From an optimization exercise on the open Yosys and OpenROAD flow, aimed at small area, a short achievable clock period and few clock cycles; shortcuts taken in it are not production practice.
In this exercise RTL edits were held to simulation tests only and were not proved equivalent to the original.
Power figures rest on the tool's default switching activity, not on a simulated workload.

run A:
## Core
module Core (
    clk,
    rst,
    init_PC,
    imem_addr,
    imem_rdata,
    dmem_addr,
    dmem_we,
    dmem_wdata,
    dmem_rdata,
    halted
);
Size in the first run: ~550 cells after synthesis, ~100 flip-flops, ~5000 sq um of cells after synthesis.
export LEC_CHECK = 0
export ABC_AREA = 1
export ABC_CLOCK_PERIOD_IN_PS = 1900
export CAP_MARGIN = 20
export CORE_MARGIN = 2
export CORE_UTILIZATION = 60
export CTS_BUF_LIST = sky130_fd_sc_hd__clkbuf_4 sky130_fd_sc_hd__clkbuf_8
export GPL_TIMING_DRIVEN = 0
export SETUP_SLACK_MARGIN = 2.05
export SLEW_MARGIN = 20
export TNS_END_PERCENT = 30
create_clock -name core_clock -period 4.0 [get_ports {clk}]
standard.sh (not shown) runs the stock make flow with config.mk's settings and CLKGATE_MAP_FILE= SYNTH_SCRIPT=/design/flow/synth_recipe.tcl, a recipe that flattens the netlist after the stock synthesis.
==> flow/flow/run.sh <==
#!/bin/bash
# The standard layout (the standard.sh), except that the port buffers
# are sky130_fd_sc_hd__buf_1 cells rather than the delay buffers that
# buffer_ports picks by default. make's full output goes to standard.log;
# ORFS keeps each step's own log under orfs/logs/.
set -euo pipefail
export BUFFER_PORTS_ARGS="-buffer_cell sky130_fd_sc_hd__buf_1"
bash standard.sh > standard.log 2>&1
Testbench counts of run A, summed over its fixed seeds: cycles 36,554.
Input changes introduced in run B (baseline for comparison: run A):
Settings: swapping 30 for 5 in TNS_END_PERCENT; clearing GPL_TIMING_DRIVEN, which used to be 0; swapping 2.05 for 2.0 in SETUP_SLACK_MARGIN.
[summary]
- Vias: run B fewer than run A
- The cell type of the slowest stage on the worst timing path comes out sky130_fd_sc_hd__dfxtp_4 in one run and sky130_fd_sc_hd__a22o_1 in the other, namely in run B and run A respectively.
- Run B vs. run A: HPWL after detailed placement fell 61 um; count of routing violations after the opening detailed-route iteration moved down.
- Run comparison: run A last element of the critical path dmem_addr[0]; run B last element of the critical path dmem_addr[2]
--- input diff run B..run C ---
Settings: TNS_END_PERCENT now 30, was 5.
Run C was carried through to the last stage, and its layout satisfied the timing, DRC and antenna checks. Diff run B..run C | internal power contribution | negligible. From run B to run C the numbers moved as follows: final critical-path setup slack moved up, number of core rows roughly the same, power share of the combinational group was more or less identical, area used by sequential logic in the layout was more or less identical, power per cell area went down by about 0.47%. Final critical path time including I/O delays and setup: run C < run B. The final-layout non-clock buffer area share number comes out higher for run B vs run C. On global-route wire length before repair, run C and run B are neck and neck. Run C and run B ended up with nearly the same relative area of clock buffers and inverters in the final design.
What run D does differently from run C at the input level:
Settings: CTS_BUF_LIST: sky130_fd_sc_hd__clkbuf_4 sky130_fd_sc_hd__clkbuf_8 -> sky130_fd_sc_hd__clkbuf_8 sky130_fd_sc_hd__clkbuf_16; CTS_CLUSTER_SIZE: unset -> 40; CORE_UTILIZATION: 60 -> 75; CTS_CLUSTER_DIAMETER: unset -> 100.
[summary]
- Diff run C -> run D: total power draw moved up; switching fraction of total power moved up.
- Type of the setup path with the least slack = flip-flop to flip-flop: run D; type of the setup path with the least slack = input pin to output pin: run C
- Compared with run C, total vias in the final route in run D increased by more than 10%.
- Run C → run D: detailed route wirelength on metal3 moved up; starting utilization of the core area moved up; routed wirelength normalized by instance count moved up.
diff inputs: run D => run E
Settings: clearing CTS_CLUSTER_DIAMETER, which used to be 100; swapping sky130_fd_sc_hd__clkbuf_8 sky130_fd_sc_hd__clkbuf_16 for sky130_fd_sc_hd__clkbuf_4 sky130_fd_sc_hd__clkbuf_8 in CTS_BUF_LIST; clearing CTS_CLUSTER_SIZE, which used to be 40; swapping 1900 for 1500 in ABC_CLOCK_PERIOD_IN_PS; swapping 75 for 60 in CORE_UTILIZATION.
Going from run D to run E, the die area was enlarged.
There was hardly any difference in source-to-sink clock delay at the later pin of the worst-skew pair between run D and run E.
Compared with run D, run E shows a higher number of well taps.
The higher relative contribution of combinational cells to total power of run D and run E is in run D.
Run E has wire length on met1 above what run D had.

[static timing again, ports no longer ideal]
No port has a modelled driver above. Below, the same layouts with a new extraction and two added sets of constraints.
Step 1: set_driving_cell puts a clkbuf_16 on clk and a buf_2 on each other input, an assumption about the parent block.
Step 2 times the ports against the registers' clock, not the clock port: input delays grow and output delays shrink by t, the midpoint of the rising clock arrivals with the driver on.
Slacks: ideal / step 1 / step 2; pairs: ideal / step 1.
run | t (ns) | slack for setup (ns) | latest minus earliest clock arrival (ns) | worst register clock-pin slew, ns | pins driven straight from the clock port
run A | 0.387 | 2.006 / 1.985 / 1.773 | 0.011 / 0.011 | 0.10 / 0.10 | 1
run B | 0.408 | 1.946 / 1.911 / 1.632 | 0.013 / 0.013 | 0.10 / 0.10 | 1
run C | 0.403 | 1.993 / 1.973 / 1.638 | 0.011 / 0.012 | 0.10 / 0.10 | 1
run D | 0.393 | 1.921 / 1.921 / 1.740 | 0.014 / 0.014 | 0.10 / 0.10 | 1
run E | 0.403 | 1.993 / 1.973 / 1.638 | 0.011 / 0.012 | 0.10 / 0.10 | 1
After both steps every run listed still meets setup and hold.
